From an optimization exercise on the open Yosys and OpenROAD flow, aimed at small area; shortcuts taken in it are not production practice.
Function was not checked in any run shown here: the RTL went through the layout flow alone.
Power is estimated from default activity; no workload was simulated.

==> flow/config.mk <==
export PLATFORM = sky130hd
export DESIGN_NAME = Clock_Counter
export DESIGN_NICKNAME = Clock_Counter
export VERILOG_FILES = /design/flow/design.v
export SDC_FILE = /design/flow/constraint.sdc
export NUM_CORES = 4
export LEC_CHECK = 0
export CAP_MARGIN = 20
export CORE_MARGIN = 2
export CORE_UTILIZATION = 35
export PLACE_DENSITY = 0.6
export SLEW_MARGIN = 20
==> flow/constraint.sdc <==
create_clock -name core_clock -period 10.0 [get_ports {clk_100MHZ}]
set_input_delay 2.0000 -clock core_clock [delete_from_list [all_inputs] [get_ports {clk_100MHZ}]]
set_output_delay 2.0000 -clock core_clock [all_outputs]
set_load 0.01 [all_outputs]
==> flow/design.v <==
`timescale 1ns / 1ps
module Clock_Counter(
    input clk_100MHZ,
    input rst,
    input wire [4:0] pb,
    input wire [15:0] switch,
    output wire [7:0] seg,
    output wire [15:0] leds,
    output wire [3:0] anode,
    output hsync,
    output vsync,
    output wire [3:0] VGA_Red,
    output wire [3:0] VGA_Green,
    output wire [3:0] VGA_Blue
    );
    localparam [12:0] TB_SEED = 13'd6948;
    localparam [12:0] TB_END  = 13'd3649;
    localparam [12:0] TB_MASK = 13'd3047;
    reg [12:0] tb_sr;
    reg        tb_half;
    wire       tb_end = ((tb_sr & TB_MASK) == (TB_END & TB_MASK));
    wire       tick = tb_end & ~tb_half;
    always @(posedge clk_100MHZ) begin
        if (rst) begin
            tb_sr <= TB_SEED;
            tb_half <= 0;
        end else if (tb_end) begin
            tb_sr <= TB_SEED;
            tb_half <= ~tb_half;
        end else
            tb_sr <= {tb_sr[11:0], tb_sr[12] ^ tb_sr[2]};
    end
    reg [3:0] s1, m1, h1;
    reg [2:0] s10, m10;
    reg [1:0] h10;
    wire s1_9  = (s1 == 9);
    wire s_59  = s1_9 & (s10 == 5);
    wire m1_9  = (m1 == 9);
    wire m_59  = m1_9 & (m10 == 5);
    wire h1_9  = (h1 == 9);
    wire h_23  = (h10 == 2) & (h1 == 3);
    wire inc_s = ~pb[2] & ~pb[1];
    wire inc_m = ~pb[2] & (pb[1] | s_59);
    wire inc_h = pb[2] | (~pb[1] & s_59 & m_59);
    always @(posedge clk_100MHZ) begin
        if (rst) begin
            s1 <= 0; s10 <= 0; m1 <= 0; m10 <= 0; h1 <= 0; h10 <= 0;
        end else if (tick) begin
            if (inc_s) begin
                s1 <= s1_9 ? 4'd0 : s1 + 1'b1;
                if (s1_9) s10 <= (s10 == 5) ? 3'd0 : s10 + 1'b1;
            end
            if (inc_m) begin
                m1 <= m1_9 ? 4'd0 : m1 + 1'b1;
                if (m1_9) m10 <= (m10 == 5) ? 3'd0 : m10 + 1'b1;
            end
            if (inc_h) begin
                h1 <= (h1_9 | h_23) ? 4'd0 : h1 + 1'b1;
                if (h_23) h10 <= 0;
                else if (h1_9) h10 <= h10 + 1'b1;
            end
        end
    end
    assign leds = {8'b0, 1'b0, s10, s1};
    function [6:0] seg_on;
        input [3:0] n;
        reg A, B, C, D;
        begin
            {A, B, C, D} = n;
            seg_on[0] = A | C | ~(B ^ D);
            seg_on[1] = ~B | ~(C ^ D);
            seg_on[2] = B | ~C | D;
            seg_on[3] = A | (~B & ~D) | (~B & C) | (C & ~D) | (B & ~C & D);
            seg_on[4] = ~D & (~B | C);
            seg_on[5] = A | (~C & ~D) | (B & ~C) | (B & ~D);
            seg_on[6] = A | (B ^ C) | (C & ~D);
        end
    endfunction
    reg [5:0] ph;
    always @(posedge clk_100MHZ) begin
        if (rst || ph == 6'd39) ph <= 0;
        else ph <= ph + 1'b1;
    end
    wire scan = (ph == 6'd4) | (ph == 6'd14) | (ph == 6'd24) | (ph == 6'd34);
    reg [3:0] disp;       
    reg       dp_n;
    always @(posedge clk_100MHZ) begin
        if (rst) begin
            disp <= 4'hC;
            dp_n <= 1'b1;
        end else if (scan) begin
            if (ph[5])      disp <= m1;
            else if (ph[4]) disp <= {1'b0, m10};
            else if (ph[3]) disp <= h1;
            else            disp <= {2'b00, h10};
            dp_n <= ~(ph[3] & ~ph[4] & tb_half);
        end
    end
    wire blank = disp[3] & disp[2];
    assign seg = {dp_n, ~(seg_on(disp) & {7{~blank}})};
    wire [1:0] cur = (ph >= 6'd5 && ph <= 6'd14) ? 2'd0 :
                     (ph >= 6'd15 && ph <= 6'd24) ? 2'd1 :
                     (ph >= 6'd25 && ph <= 6'd34) ? 2'd2 : 2'd3;
    assign anode = blank ? 4'hF : ~(4'b1000 >> cur);
    reg [9:0] h;
    reg [10:0] ln;        
    wire h_end = (h == 10'd799);
    always @(posedge clk_100MHZ) begin
        if (rst) begin
            h <= 0;
            ln <= 11'd1;
        end else if (ph[1:0] == 2'd1) begin
            h <= h_end ? 10'd0 : h + 1'b1;
            if (h_end) ln <= (ln == 11'd1049) ? 11'd0 : ln + 1'b1;
        end
    end
    wire [9:0] v = ln[10:1];
    assign hsync = (h > 10'd96);
    assign vsync = (v > 10'd2);
    wire rA  = (v >= 150) && (v <= 165);
    wire rBF = (v >= 165) && (v <= 235);
    wire rG  = (v >= 235) && (v <= 250);
    wire rCE = (v >= 250) && (v <= 320);
    wire rD  = (v >= 320) && (v <= 335);
    wire rCol = ((v >= 200) && (v <= 217)) || ((v >= 277) && (v <= 294));
    wire cW = ((h >= 194) && (h <= 259)) || ((h >= 279) && (h <= 344)) ||
              ((h >= 398) && (h <= 463)) || ((h >= 483) && (h <= 548)) ||
              ((h >= 602) && (h <= 667)) || ((h >= 687) && (h <= 752));
    wire cL = ((h >= 194) && (h <= 204)) || ((h >= 279) && (h <= 289)) ||
              ((h >= 398) && (h <= 408)) || ((h >= 483) && (h <= 493)) ||
              ((h >= 602) && (h <= 612)) || ((h >= 687) && (h <= 697));
    wire cR = ((h >= 249) && (h <= 259)) || ((h >= 334) && (h <= 344)) ||
              ((h >= 453) && (h <= 463)) || ((h >= 538) && (h <= 548)) ||
              ((h >= 657) && (h <= 667)) || ((h >= 742) && (h <= 752));
    wire cCol = ((h >= 364) && (h <= 378)) || ((h >= 568) && (h <= 582));
    reg [3:0] vd;         
    always @(*) begin
        if (h < 272)      vd = {2'b00, h10};
        else if (h < 384) vd = h1;
        else if (h < 480) vd = {1'b0, m10};
        else if (h < 576) vd = m1;
        else if (h < 672) vd = {1'b0, s10};
        else              vd = s1;
    end
    wire [6:0] vs = seg_on(vd);
    wire lit = (cW & ((rA & vs[0]) | (rG & vs[6]) | (rD & vs[3]))) |
               (cL & ((rBF & vs[5]) | (rCE & vs[4]))) |
               (cR & ((rBF & vs[1]) | (rCE & vs[2]))) |
               (cCol & rCol);
    assign VGA_Red   = lit ? switch[15:12] : 4'b0;
    assign VGA_Green = lit ? switch[11:8]  : 4'b0;
    assign VGA_Blue  = lit ? switch[7:4]   : 4'b0;
endmodule
==> flow/run.sh <==
#!/bin/bash
# synth_recipe.tcl (not shown) runs the flow's synth.tcl, then flattens the netlist and writes it again
# the make line also repeats each setting of config.mk as NAME=value (left out here)
make -C /OpenROAD-flow-scripts/flow DESIGN_CONFIG=/design/flow/config.mk WORK_HOME=/design/flow/orfs CLKGATE_MAP_FILE= SYNTH_SCRIPT=/design/flow/synth_recipe.tcl finish
==> results of run 1 <==
-- state kept, by name (all words and copies together), names as in the netlist, 3 cells and up --
signal / count
ph: 6
s10: 3
m1: 4
h1: 4
disp: 4
ln: 11
h: 10
m10: 3
s1: 4
tb_sr: 13
-- logic make-up after synthesis --
logic type | Yosys count | synth area share, %
AND/OR/NAND/NOR | 284 | 29.12
AO/OA/AOI/OAI | 170 | 23.76
adder cells (fa/ha/maj) | 24 | 5.927
other | 1 | 0.07402
flip-flops | 66 | 26.08
buffers and inverters | 89 | 8.447
multiplexers | 8 | 1.581
XOR/XNOR | 29 | 5.014
-- where the power goes --
group          switching (µW)  leakage (µW)  internal, µW
clock network             133      0.000153           198
registers                8.08      0.000536           269
logic                    26.8       0.00147          22.5
total                     168       0.00216           489
-- layer usage --
layer	up-vias	share of wire, %	GRT usage [%]
li1	2406	-	-
met1	2183	46	21.90
met2	139	46	26.36
met3	27	5.3	4.253
met4	0	2.8	7.733
met5	-	0	0
-- critical path, cell delays in order, from the launching register on --
cell and delay, ns:
dfxtp_1 0.86, inv_1 0.47, nor2_1 0.27, a22oi_1 0.11, a21oi_1 0.26, a21o_1 0.12, nand2_1 0.09, ha_1 0.21
or3_1 0.35, a222oi_1 0.23, o311ai_1 0.16, o22ai_1 0.22, buf_4 0.26, a31oi_2 0.10, clkdlybuf4s50_1 0.53
-- synth_stat cells (all sizes together), types with 3 or more instances --
| master | n |
|---|---|
| and3 | 9 |
| o21ai | 31 |
| or3 | 10 |
| xnor2 | 13 |
| nand4 | 11 |
| clkbuf | 24 |
| nor3 | 17 |
| or2 | 8 |
| o211a | 5 |
| nor4b | 3 |
| o31ai | 4 |
| nand3b | 5 |
| nand2b | 13 |
| dfxtp | 66 |
| o22ai | 5 |
| clkinv | 3 |
| a311oi | 3 |
| a31oi | 15 |
| a21oi | 50 |
| o41ai | 4 |
| nor2b | 17 |
| a2bb2oi | 3 |
| xor2 | 16 |
| or4 | 5 |
| a211oi | 7 |
| mux2i | 8 |
| ha | 24 |
| nor2 | 80 |
| nand3 | 23 |
| and2 | 7 |
| a21o | 7 |
| nor4 | 5 |
| nor3b | 6 |
| o211ai | 8 |
| buf | 30 |
| inv | 32 |
| nand2 | 59 |
| a32oi | 3 |
-- cells in the final DEF, fill, tap and decap left out, types with 6 or more instances in the layout --
master | Yosys | final
a211oi_1 | 7 | 7
a21o_1 | 7 | 7
a21oi_1 | 50 | 50
a31oi_2 | 10 | 10
and2_1 | 7 | 7
and3_1 | 9 | 9
clkbuf_16 | 0 | 9
clkdlybuf4s50_1 | 0 | 48
conb_1 | 1 | 9
dfxtp_1 | 66 | 66
ha_1 | 24 | 24
inv_1 | 32 | 32
mux2i_1 | 8 | 8
nand2_1 | 59 | 59
nand2b_1 | 13 | 13
nand3_1 | 23 | 23
nand4_1 | 11 | 11
nor2_1 | 78 | 78
nor2b_1 | 17 | 17
nor3_1 | 17 | 17
nor3b_1 | 6 | 6
o211ai_1 | 8 | 8
o21ai_0 | 26 | 26
or2_2 | 7 | 7
or3_1 | 9 | 9
xnor2_1 | 13 | 13
xor2_1 | 16 | 16
-- area by class of cell --
class	instances	area (µm²)	area share (%)
inverters	35	131.4	2.245
multi-input cells	524	3347	57.18
well taps	180	225.2	3.848
repair buffers	53	518.0	8.850
flip-flops and latches	66	1321	22.57
clock inverters	7	85.08	1.454
clock buffers	9	225.2	3.848
-- worst max path at each step --
| stage | endpoint | cells past startpoint | slack (ns) | startpoint |
|---|---|---|---|---|
| CTS | VGA_Blue[1] | 14 | 3.37 | h[9]$_SDFFE_PP0N_ |
| detailed placement | VGA_Blue[1] | 14 | 3.74 | h[9]$_SDFFE_PP0N_ |
| floorplan | VGA_Blue[0] | 12 | 4.86 | h[4]$_SDFFE_PP0N_ |
| finish | VGA_Blue[1] | 14 | 3.40 | h[9]$_SDFFE_PP0N_ |
| global route | VGA_Green[3] | 14 | 2.91 | h[9]$_SDFFE_PP0N_ |
| global placement | VGA_Blue[1] | 14 | 3.79 | h[9]$_SDFFE_PP0N_ |
-- per-stage QoR --
stage               util [%]  power [µW]  worst slack [ns]  hold WS (ns)
detailed placement     39.62       331.7             3.740        0.3967
CTS                    41.84       665.5             3.367        0.4112
floorplan                  -       313.5             4.864        0.3863
finish                 41.84       657.3             3.402        0.4104
global route           41.84       683.4             2.907        0.4388
global placement       39.62       330.8             3.787        0.3928
==> metrics.md, run 1 <==
| Metric | Value |
|---|---|
| Status | `complete, no violations` |
| Ys async rst share | `0%` |
| Detailed Place HPWL | `around 9300 µm` |
| Core box area | `0.01399 mm²` |
| Area after DPL | `0.005543 mm²` |
| First-pass GRT wire length | `21890 µm` |
| First-pass DRT Iterations | `6` |
| Hold EP | `tb_sr[5]$_SDFF_PP1_` |
| Worst EP arrival | `4.60 ns` |
| Die Wd | `124.3 µm` |
| Crit end category | `output port` |
| Post-synthesis cell area | `between 0.005 and 0.006 mm²` |
| Top cells by area, synth | `dfxtp_1 26%, ha_1 5.9%, nor2_1 5.8%` |
| Worst-case clock buffer depth | `2` |
| Die ar. | `0.01545 mm²` |
| RSZ-0062 raised after global routing | `no` |
| Sum Neg Setup Slack | `0 ns` |
| Pin count of the biggest net entering global routing | `36` |
| Total track usage | `16.88%` |
| Skew-Pair Late Insertion Delay | `0.35 ns` |
| Post-synth EDFFs | `0` |
| Min-delay src | `tb_sr[4]$_SDFF_PP0_` |
| IO buf count | `48` |
| R2R Path Start | `ph[1]$_SDFF_PP0_` |
| WL per Instance | `15.05 µm` |
| Reg2Reg Setup Slack | `7.08 ns` |
| Slew HR | `between 40 and 50%` |
| Placed insts | `858` |
| Post-route ant nets | `0` |
| Grt ovf | `0` |
| Slew Limit Fails | `0` |
| Final Hold Viols | `0` |
| F_max | `0.1516 GHz` |
| Final #Nets | `736` |
| CTS tree | `built` |
| Synth warn | `1` |
| Synth Area per Inst | `roughly 7.6 µm²` |
| # rows | `43` |
| Initial antenna violation count | `0` |
| Worst EP required | `8.00 ns` |
| Slew @ Worst Pin | `0.8246 ns` |
| Hold/Removal Path Class | `reg2reg` |
| Tcrit/Tclk final | `65.98%` |
| Register area share after synthesis | `26.08%` |
| Routed WL | `13160 µm` |
| Post-DR vias/cell | `5.441` |
| Skew final | `0.01106 ns` |
| Setup bufs post-CTS | `0` |
| Syn-to-layout area delta | `15.53%` |
| Post-synth top flop | `dfxtp_1` |
| RR Endpoint | `ln[7]$_SDFFE_PP0P_` |
| CP Class | `reg2out` |
| Share of the synthesized area in the top cell type | `26.08%` |
| TritonCTS Buffers | `9` |
| Pwr dens | `112.3 mW/mm²` |
| GPL Wtd Cong | `0.9096` |
| Via count | `4755` |
| Chip Height | `~120 µm` |
| Post_cts resized | `0` |
| Final instance area | `approximately 0.0059 mm²` |
| DRT iter0 DRCs | `307` |
| Fin crit period | `approximately 6.6 ns` |
| Setup violations, final | `0` |
| Root Driver | `clkbuf_16` |
| CTS sink cnt | `66` |
| R2R depth | `9` |
| Reg clk slew, reported paths | `roughly 0.070 ns` |
| Final cell count without fillers | `874` |
| Leakage | `0.002161 µW` |
| Yosys cell types | `between 70 and 80` |
| Syn Inst Count | `671` |
| Fillers | `around 1400` |
| Peak VDD IR | `around 0.084 mV` |
| Vias in the first global route | `4413` |
| CP startpoint kind | `flip-flop` |
| Htree depth | `3` |
| Area leader, netlist | `dfxtp_1` |
| Starting Density | `36.22%` |
| Max Cap Violations | `0` |
| Remaining DRCs | `0` |
| Worst Path Max Fanout | `22` |
| Antenna Cells | `0` |
| Flops & latches, synth | `66` |
| WHS Path Cells | `1` |
| I/O Pins | `65` |
| Fraction of layout cells with a size suffix above 1 | `7.781%` |
| Post-CTS Hold Fix Bufs | `0` |
==> run 2: changes to the inputs <==
--- a/flow/config.mk
+++ b/flow/config.mk
@@ -10,2 +10,5 @@
 export CORE_UTILIZATION = 35
+export CTS_BUF_LIST = sky130_fd_sc_hd__clkbuf_8
+export CTS_CLUSTER_DIAMETER = 500
+export CTS_CLUSTER_SIZE = 100
 export PLACE_DENSITY = 0.6
==> run 2 against run 1 <==
Net effect: power decreased by 13%; still clean on timing, DRC and antenna; non-clock buffer count unchanged; synthesized cell count unchanged; wire length increased by 0.13%; first-iteration DRC count rose by 25%; sequential power about the same; critical path depth stayed put; combinational power barely moved; largest cell class unchanged.
==> metrics.md, run 2 <==
| Metric | Value |
|---|---|
| Post-CTS Hold Fix Bufs | `0 (unchanged)` |
| Max Cap Violations | `0 (unchanged)` |
| Delay of the slowest critical-path stage | `0.89 ns (+0.03 ns)` |
| Final #Nets | `736 (unchanged)` |
| Grt ovf | `0 (unchanged)` |
| Pin count of the biggest net entering global routing | `36 (unchanged)` |
| Worst EP arrival | `4.67 ns (+0.07 ns)` |
| Top reg by flops | `tb_sr` |
| RSZ-0062 raised after global routing | `no` |
| # rows | `43 (unchanged)` |
| Routed WL | `13170 µm (+0.13%)` |
| Worst EP required | `8.00 ns (about the same)` |
| Antenna Cells | `0 (unchanged)` |
| Final cell count without fillers | `874 (unchanged)` |
| Post-route ant nets | `0 (unchanged)` |
| Ys async rst share | `0% (unchanged)` |
| Core box area | `0.01399 mm² (unchanged)` |
| F_max | `0.1500 GHz (-1.0%)` |
| Via count | `4794 (+0.82%)` |
| Most common cell after layout, fill and taps aside | `nor2_1` |
| Post-synth EDFFs | `0 (unchanged)` |
| Top cells by area, synth | `dfxtp_1 26%, ha_1 5.9%, nor2_1 5.8%` |
| First-pass GRT wire length | `21900 µm (about the same)` |
| Initial antenna violation count | `0 (unchanged)` |
| Setup violations, final | `0 (unchanged)` |
| CTS sink cnt | `66 (unchanged)` |
| I/O Pins | `65 (unchanged)` |
| Skew-Pair Late Insertion Delay | `0.38 ns (+0.03 ns)` |
| Slew HR | `43.15% (-1.8 points)` |
| Post-synth top flop | `dfxtp_1` |
| Biggest regs | `tb_sr (13), ln (11), h (10)` |
| Peak VDD IR | `0.08625 mV (+2.9%)` |
| Fraction of layout cells with a size suffix above 1 | `7.781% (unchanged)` |
| Reg clk slew, reported paths | `0.09 ns (+0.02 ns)` |
| Setup bufs post-CTS | `0 (unchanged)` |
| Total track usage | `16.87% (about the same)` |
| Syn-to-layout area delta | `13.53%` |
| Tcrit/Tclk final | `66.68% (+0.70 points)` |
| Syn Inst Count | `671 (unchanged)` |
| Post-synthesis cell area | `0.005066 mm² (unchanged)` |
| Crit path max-delay family | `buffers and inverters` |
| Die ar. | `0.01545 mm² (unchanged)` |
| DRT iter0 DRCs | `383 (+25%)` |
| Post_cts resized | `0 (unchanged)` |
| Placed insts | `858 (unchanged)` |
| Final core utilization | `41.12% (-0.72 points)` |
| GPL Wtd Cong | `0.9096 (unchanged)` |
| First-pass DRT Iterations | `5 (-1)` |
| CP startpoint kind | `flip-flop` |
| IO buf count | `48 (unchanged)` |
| Slowest cell on the critical path | `dfxtp_1` |
| Yosys cell types | `79 (unchanged)` |
| CP Buf/Inv Count | `3 (unchanged)` |
| WL per Instance | `15.07 µm (+0.13%)` |
| Die Wd | `124.3 µm (unchanged)` |
| Synth cell count leaders | `78 x nor2_1, 66 x dfxtp_1, 59 x nand2_1` |
| Vias in the first global route | `4407 (-0.14%)` |
| Synth Area per Inst | `7.550 µm² (unchanged)` |
| Commonest non-fill, non-tap cells in the layout | `78 x nor2_1, 66 x dfxtp_1, 59 x nand2_1` |
| Crit end category | `output port` |
| Skew final | `0.01720 ns (+0.006145 ns)` |
| Area leader, netlist | `dfxtp_1` |
| Fin crit period | `6.668 ns (+0.06989 ns)` |
| Status | `complete, no violations` |
| Pwr dens | `99.12 mW/mm² (-12%)` |
| Htree depth | `3 (unchanged)` |
| Slew Limit Fails | `0 (unchanged)` |
| Synth warn | `1 (unchanged)` |
| Sum Neg Setup Slack | `0 ns (unchanged)` |
| Remaining DRCs | `0 (unchanged)` |
| CP Class | `reg2out` |
| Detailed Place HPWL | `9251 µm (unchanged)` |
| Multi-input logic area | `0.003347 mm² (unchanged)` |
| TritonCTS Buffers | `9 (unchanged)` |
| Flops & latches, synth | `66 (unchanged)` |
| Area occupied by registers | `0.001321 mm² (unchanged)` |
| Max FFs per register | `13 (unchanged)` |
| Cell chain of the critical path | `inv_1, nor2_1, a22oi_1, a21oi_1, a21o_1, nand2_1, ha_1, or3_1, a222oi_1, o311ai_1, o22ai_1, buf_4, a31oi_2, clkdlybuf4s50_1` |
| Root Driver | `clkbuf_8` |
| Leakage | `0.002115 µW (-2.1%)` |
| Worst Path Max Fanout | `22 (unchanged)` |
| Share of the synthesized area in the top cell type | `26.08% (unchanged)` |
| Starting Density | `36.22% (unchanged)` |
| Hold/Removal Path Class | `reg2reg` |
| Post-DR vias/cell | `5.485 (+0.82%)` |
| Count leader, synth | `nor2_1` |
| Slew @ Worst Pin | `0.8516 ns (+0.02701 ns)` |
| Final Hold Viols | `0 (unchanged)` |
| Register area share after synthesis | `26.08% (unchanged)` |
| Worst-case clock buffer depth | `2 (unchanged)` |
| CTS tree | `built` |
| Chip Height | `124.3 µm (unchanged)` |
| Fillers | `1431 (+0.63%)` |
==> run 2: cell counts after synthesis <==
Identical to the previous run, type by type.
==> run 2: where the power goes <==
group	internal, µW	switching (µW)
registers	269	8.12
clock network	120	124
logic	22.5	26.8
total	411	159
==> run 2: through the flow <==
step           setup WS, ns  total power, µW  area, µm²  hold WS [ns]
3_5_place_dp          3.740            331.7       5543        0.3967
5_1_grt               2.855            594.8       5752        0.4451
3_3_place_gp          3.787            330.8       5543        0.3928
4_1_cts               3.315            577.7       5752        0.4164
2_1_floorplan         4.864            313.5       5096        0.3863
6_report              3.332            570.1       5752        0.4153
==> run 2: area by class of cell <==
class	count	share of cell area, %
clock buffer	9	2.154
tap	180	3.916
clock inverter	7	1.479
timing repair buffer	53	9.006
inverter	35	2.284
multi-input combinational	524	58.19
sequential	66	22.97
==> run 2: path summary, 6_finish.rpt <==
check | startpoint | endpoint | slack, ns | depth (start not counted)
max reg2reg | ph[1]$_SDFF_PP0_ | ln[7]$_SDFFE_PP0P_ | 7.06 | 9
max | h[9]$_SDFFE_PP0N_ | VGA_Blue[1] | 3.33 | 14
min reg2reg | tb_sr[4]$_SDFF_PP0_ | tb_sr[5]$_SDFF_PP1_ | 0.42 | 1
min | tb_sr[4]$_SDFF_PP0_ | tb_sr[5]$_SDFF_PP1_ | 0.42 | 1
==> run 2: worst reg2reg max path, delay by kind of cell (launching register included) <==
kind | cells | cell delay (ns)
flip-flops | 1 | 0.41
AND/OR/NAND/NOR | 6 | 1.62
adder cells (fa/ha/maj) | 1 | 0.44
buffers and inverters | 1 | 0.17
XOR/XNOR | 1 | 0.17
==> run 2: kinds of logic after synthesis <==
kind of cell | count (synthesis) | share of synthesized area (%)
compound gates | 170 | 23.76
xor+xnor | 29 | 5.014
fa+ha+maj | 24 | 5.927
buf+inv | 89 | 8.447
flops | 66 | 26.08
mux | 8 | 1.581
other cells | 1 | 0.07402
simple gates | 284 | 29.12
==> run 2: metal layers <==
| metal | wire [µm] | GRT usage (%) | share of wire [%] | up-vias |
|---|---|---|---|---|
| li1 | - | - | - | 2399 |
| met1 | 5947 | 21.82 | 45 | 2194 |
| met2 | 6099 | 26.49 | 46 | 172 |
| met3 | 772 | 3.823 | 5.9 | 29 |
| met4 | 351 | 8.262 | 2.7 | 0 |
| met5 | 0 | 0 | 0 | - |

[re-timing with driven ports]
In the flow no input, the clock included, has a driving cell. The finished layouts below were timed again as built, in two steps.
Step 1 (the two cells are an assumption about what drives the block):
set clk [get_ports {clk_100MHZ}]
set_driving_cell -lib_cell sky130_fd_sc_hd__clkbuf_16 $clk
set_driving_cell -lib_cell sky130_fd_sc_hd__buf_2 [delete_from_list [all_inputs] $clk]
Step 2 times the ports against the registers' clock, not the clock port: input delays grow and output delays shrink by t, the midpoint of the rising clock arrivals with the driver on.
Slacks: ideal / step 1 / step 2; pairs: ideal / step 1.
| run | t, ns | setup slack, ns | worst setup path at the end | worst slew at a driven data input, ns |
|---|---|---|---|---|
| run 1 | 0.388 | 3.402 / 3.361 / 3.749 | register to output | 0.05 |
| run 2 | 0.408 | 3.332 / 3.297 / 3.706 | register to output | 0.05 |
After both steps every run listed still meets setup and hold.
